This is an optimization exercise on Yosys and OpenROAD, whose aim is small area, not a production implementation.
Function was checked by simulation only, so behaviour that the tests miss may differ from the original.
No activity file was given, so power comes from the tool's default toggle rates.

==> flow/design.v (outline; a module is shown in full before it is edited, if it fits) <==
// module current_filter: 1202 lines
// module cf_fa: 6 lines
// module cf_inv: 5 lines
// module cf_ha: 6 lines
module current_filter (pClk, pRst, pFilterIn, pFilterOut);
  // ...
==> flow/run.sh <==
#!/bin/bash
# synth_recipe.tcl (not shown) runs the flow's synth.tcl, then flattens the netlist and writes it again
# the make line also repeats each setting of config.mk as NAME=value (left out here)
make -C /OpenROAD-flow-scripts/flow DESIGN_CONFIG=/design/flow/config.mk WORK_HOME=/design/flow/orfs CLKGATE_MAP_FILE= SYNTH_SCRIPT=/design/flow/synth_recipe.tcl finish
==> flow/config.mk <==
export PLATFORM = sky130hd
export DESIGN_NAME = current_filter
export DESIGN_NICKNAME = current_filter
export VERILOG_FILES = /design/flow/design.v
export SDC_FILE = /design/flow/constraint.sdc
export NUM_CORES = 4
export LEC_CHECK = 0
export CAP_MARGIN = 20
export CORE_MARGIN = 2
export CORE_UTILIZATION = 80
export CTS_BUF_LIST = sky130_fd_sc_hd__clkbuf_8
export CTS_CLUSTER_DIAMETER = 100
export CTS_CLUSTER_SIZE = 16
export SLEW_MARGIN = 20
export SYNTH_HIERARCHICAL = 1
==> flow/constraint.sdc <==
create_clock -name core_clock -period 7.5 [get_ports {pClk}]
set_input_delay 1.5000 -clock core_clock [delete_from_list [all_inputs] [get_ports {pClk}]]
set_output_delay 1.5000 -clock core_clock [all_outputs]
set_load 0.01 [all_outputs]
==> flow_metrics.py, run 1 <==
metrics = {
    "status": {
        "run_status": "no timing/DRC/antenna violations",
    },
    "global_routing": {
        "gr-usage-met3_pct": 4.48,
    },
    "clock_tree": {
        "clkLatencyLatePin_ns": 0.56,
        "post-cts-setup-buffers": 0,
        "htreeDepth": 2,
        "cts-resized-gates": 0,
    },
    "timing": {
        "slew_headroom_pct": 42.0,
        "hold_viol": 0,
        "setup_viol_count_final": 0,
        "grt_setup_unrepaired": "no",
    },
    "drt": {
        "drt_pass1_iterations": 6,
        "drc_errors": 0,
        "routed_wirelength_um": 42700,
        "met3WireLength_um": 1710,
    },
    "die": {
        "boundaryPins": 34,
        "tap-cell-count": 384,
    },
    "power": {
        "comb_power_share_pct": 63.0,
    },
    "logic_synthesis": {
        "synthesized_area_fraction_occupied_by_adder_cells_pct": 46.4,
        "synth_top_family_by_area": "adder cells",
        "synth_enable_flop_cells": 0,
        "post_synth_instance_area_um2": 23100,
        "synth_seq_cells": 462,
    },
    "critical_path": {
        "end_kind": "flip-flop",
        "critical_path.cell_chain": "fa_1, fa_1, fa_1, fa_1, ha_1, fa_1, fa_1, ha_1, ha_1, fa_1, ha_1, fa_1, fa_1, ha_1, ha_1, ha_1, and2_1",
    },
    "placed_design": {
        "hpwlAfterDp_um": 33500,
        "post-place-ws_ns": 1.15,
        "io_buffer_count": 33,
    },
    "min_path": {
        "worst_hold_path_type": "flip-flop to flip-flop",
    },
    "finish": {
        "finish.instance_area_um2": 24300,
    },
}
==> run 2, diff against run 1 <==
==> flow/flow/run.sh (new file) <==
#!/bin/bash
# The standard layout (the standard.sh, all ORFS steps), with the port buffers that
# ORFS's buffer_ports inserts made of the smallest buffer cell instead of its default choice.
set -euo pipefail
bash standard.sh "BUFFER_PORTS_ARGS=-buffer_cell sky130_fd_sc_hd__buf_1" finish > standard.log 2>&1
==> flow/standard.sh (new file) <==
#!/bin/bash
# synth_recipe.tcl (not shown) runs the flow's synth.tcl, then flattens the netlist and writes it again
# the make line also repeats each setting of config.mk as NAME=value (left out here)
make -C /OpenROAD-flow-scripts/flow DESIGN_CONFIG=/design/flow/config.mk WORK_HOME=/design/flow/orfs CLKGATE_MAP_FILE= SYNTH_SCRIPT=/design/flow/synth_recipe.tcl "${@:-finish}"
removed: flow/run.sh
==> run 2 against run 1 <==
Clock power barely moved; synthesized cell count unchanged; total power is essentially flat; global-route usage hardly changed; non-clock buffer count up 1; first-iteration DRC count fell by 6.9%; clock skew increased by 0.011 ns; via count is 0.52% higher; design area down 0.80%; utilization is 0.68 points lower; register-to-register slack got worse by 0.04 ns; flip-flop and latch count did not move; largest power group unchanged.
==> flow_metrics.py, run 2 <==
metrics = {
    "finish": {
        "finish.instance_area_um2": 24100,
        "reg.largest.list": "s: 32 flops, vm: 26 flops, wm: 26 flops",
        "top_register": "s",
        "most_common_library_cell_in_the_layout_ignoring_fill_and_taps": "fa_1",
        "area.growth.synth_to_final_pct": 4.23,
        "multiInputGateArea_um2": 13400,
        "number_of_flip_flops_under_the_largest_register_name": 32,
        "layout.cells.most_common_list": "fa_1, dfxtp_1, and2_1, nand2_1, nor2_1",
        "proportion_of_layout_cells_with_a_drive_suffix_above_1_pct": 7.68,
        "diodes": 0,
        "nFillCells": 1442,
        "register_area_um2": 9250,
        "finalNetCount": 2248,
    },
    "critical_path": {
        "critical_path.cell_chain": "fa_1, fa_1, fa_1, fa_1, ha_1, fa_1, fa_1, ha_1, ha_1, fa_1, ha_1, fa_1, fa_1, ha_1, ha_1, ha_1, and2_1",
        "reg2reg_to": "s[31]",
        "path_delay_family": "adder cells",
        "worstPathArrival_ns": 6.66,
        "rrSetupSlack_ns": 1.33,
        "critical_path.max_fanout": 6,
        "reg2reg_from": "yv2[10]",
        "timing.critical_path.buf_inv": 0,
        "crit_path_max_incr_delay_ns": 0.59,
        "timing.setup.critical_path_class": "flip-flop to flip-flop",
        "end_kind": "flip-flop",
        "cpMostUsedCell": "fa_1",
        "nature_of_the_critical_path_startpoint": "flip-flop",
        "critical-path-slowest-cell": "dfxtp_1",
        "ff2ff_path_depth": 17,
        "required_time_at_the_worst_slack_endpoint_ns": 7.99,
    },
    "timing": {
        "slew_headroom_pct": 28.4,
        "grt_setup_unrepaired": "no",
        "final_worst_path_period_need_ns": 6.17,
        "final.setup.worst_slack_ns": 1.33,
        "clock.fmax_mhz": 162,
        "setup_viol_count_final": 0,
        "report.final.slew_viol_count": 0,
        "skew_ns": 0.0408,
        "worst_hold_slack_ns": 0.359,
        "layout_worst_path_cycle_share_pct": 82.3,
        "tns_ns": 0,
        "worst-slew-pin-transition_ns": 1.07,
        "hold_viol": 0,
    },
    "logic_synthesis": {
        "synth_enable_flop_cells": 0,
        "synthArstFlopShare_pct": 0,
        "synth_seq_area_share_pct": 40.0,
        "synth.yosys.warnings": 7,
        "synth_unique_cells": 20,
        "synth_top_area_share_pct": 44.0,
        "post_synth_instance_area_um2": 23100,
        "synth_top_cell_by_area": "fa_1",
        "synth.area.top_cells": "fa_1, dfxtp_1, and2_1, ha_1, or2_2",
        "synth_most_common_cell": "fa_1",
        "dominantRegCellSynth": "dfxtp_1",
        "synth_common_cells": "fa_1, dfxtp_1, and2_1",
        "syn_inst": 1642,
        "synth_seq_cells": 462,
        "syn_area_per_cell_um2": 14.1,
    },
    "die": {
        "die_h_um": 174,
        "core_area_um2": 28500,
        "dieArea_um2": 30300,
        "die_width_um": 174,
        "initial_utilization_pct": 80.9,
        "boundaryPins": 34,
        "rows": 62,
    },
    "power": {
        "post-layout-total-power_w": 0.0116,
        "leakagePower_nw": 9.22,
        "seqPwrFrac_pct": 26.9,
        "p_int_w": 0.00694,
        "netSwitchingFraction_pct": 40.0,
        "power.ir.vdd_worst_mv": 0.423,
        "power-per-cell-area_nw_per_um2": 480,
        "comb_power_share_pct": 62.9,
        "net-switching-power_w": 0.00463,
        "clock_power_share_pct": 10.3,
    },
    "clock_tree": {
        "post-cts-setup-buffers": 0,
        "cts_made_buffers": 34,
        "cts.clk_slew.worst_paths_ns": 0.12,
        "cts_buffer_depth": 3,
        "cts-resized-gates": 0,
        "htreeDepth": 2,
        "clock_sink_count": 462,
        "tritoncts": "built",
        "clkLatencyLatePin_ns": 0.60,
        "cts.root.buffer_cell": "clkbuf_8",
        "cts.hold.buffers_added": 0,
    },
    "min_path": {
        "hold_start": "r15[8]",
        "worst_hold_path_type": "flip-flop to flip-flop",
        "whs_path_depth": 1,
        "hold_path_end": "r16[8]",
    },
    "placed_design": {
        "io_buffer_count": 33,
        "placed_cell_area_um2": 23600,
        "gp_congestion": 0.897,
        "hpwlAfterDp_um": 34100,
        "post-place-ws_ns": 1.33,
    },
    "global_routing": {
        "pin_count_of_the_biggest_net_entering_global_routing": 115,
        "grt_usage_pct": 31.6,
        "gr-usage-met3_pct": 4.00,
        "grt-busiest-layer": "met2",
        "grt_util_met2_pct": 55.9,
        "grt_first_pass_wirelength_um": 71500,
        "grt_antenna_before_repair": 0,
        "use_met1_pct": 39.3,
        "number_of_global_route_vias_before_repair": 13630,
        "gr-total-overflow": 0,
    },
    "drt": {
        "drc_errors": 0,
        "via_count": 11352,
        "viasPerCell": 5.50,
        "wl_per_cell_um": 20.7,
        "routed_wirelength_um": 42700,
        "drt_pass1_iterations": 4,
        "initialDrtViolationCount": 604,
        "antenna_left": 0,
    },
    "run": {
        "drv.max_cap_violation_count": 0,
    },
    "status": {
        "run_status": "no timing/DRC/antenna violations",
    },
}
run 2: cell families (layout without fill, tap and decap cells):
group | count (synthesis) | after routing | share of synthesized area (%)
buffers and inverters | 131 | 154 | 2.25
XOR/XNOR | 13 | 13 | 0.493
other | 1 | 16 | 0.0162
adder cells (fa/ha/maj) | 552 | 552 | 46.4
flip-flops | 462 | 462 | 40.0
AO/OA/AOI/OAI | 2 | 2 | 0.152
AND/OR/NAND/NOR | 481 | 481 | 10.7
run 2: routing by layer:
metal | share of wire (%) | wire, µm | up-vias
li1 | - | - | 4926
met1 | 37 | 15700 | 6044
met2 | 54 | 23100 | 253
met3 | 3.4 | 1470 | 129
met4 | 5.9 | 2500 | 0
met5 | 0 | 0 | -
run 2: layout make-up:
| type | count | area share (%) |
|---|---|---|
| clock buffer | 35 | 2.00 |
| tap | 384 | 2.00 |
| sequential | 462 | 38.4 |
| timing repair buffer | 37 | 0.655 |
| clock inverter | 3 | 0.0987 |
| multi-input combinational | 1064 | 55.6 |
| inverter | 79 | 1.24 |
run 2: power groups by stage:
stage                     combinational (W)  clock (W)  sequential [W]
after floorplan                     0.00532          0         0.00305
after global placement              0.00673          0         0.00316
after detailed placement            0.00733          0         0.00316
after CTS                           0.00740    0.00121         0.00311
after global routing                0.00841    0.00129         0.00314
final                               0.00727    0.00119         0.00311
run 2: worst max path at each step:
stage	startpoint	endpoint	slack, ns	cells past startpoint
global placement	wm[2]	vm[10]	1.53	14
global route	yv2[10]	s[31]	1.16	17
detailed placement	yv2[10]	s[31]	1.33	17
CTS	yv2[10]	s[31]	1.29	17
floorplan	vm[2]	vm[10]	1.69	14
finish	yv2[10]	s[31]	1.33	17
run 2: through the flow:
stage               std cells  utilization, %
floorplan                1657               -
global placement         2026            82.6
detailed placement       2026            82.6
CTS                      2064            84.4
global route             2064            84.4
finish                   2064            84.4
run 2: per-module statistics from Yosys, one instance, submodules excluded:
module | copies in the design | flip-flops and latches | cell area, µm²
cf_fa | 508 | 0 | 20.0
cf_ha | 41 | 0 | 12.5
cf_inv | 1 | 0 | 3.75
current_filter | 1 | 462 | 12400
run 2: worst register-to-register path, stage by stage, from the launching register on:
cell,delay [ns]
dfxtp_1,0.59
fa_1,0.51
fa_1,0.53
fa_1,0.45
fa_1,0.43
ha_1,0.22
fa_1,0.38
fa_1,0.37
ha_1,0.21
ha_1,0.20
fa_1,0.36
ha_1,0.20
fa_1,0.38
fa_1,0.38
ha_1,0.20
ha_1,0.20
ha_1,0.28
and2_1,0.16

afterwards: timing with drivers on the ports:
The results above use ideal ports. As a check the final layouts listed here were re-extracted and re-timed, cells and wires unchanged. Step 1 assumes that a clkbuf_16 drives the clock port and a buf_2 every other input. Step 2, shift: input delay + t, output delay - t, t = (earliest + latest rising clock arrival at the registers) / 2. This alone moves slack from input paths to output paths. Three values: no drivers, after step 1, after step 2; two values: the first two.
run | t, ns | setup slack, ns | worst data-port slew with drivers (ns)
run 1 | 0.591 | 1.372 / 1.372 / 1.153 | 0.04
run 2 | 0.624 | 1.328 / 1.328 / 1.328 | 0.04
After both steps every run listed still meets setup and hold. For run 1, which loses most, drivers alone change the setup slack by 0.000 ns; drivers and shift together by -0.219 ns.
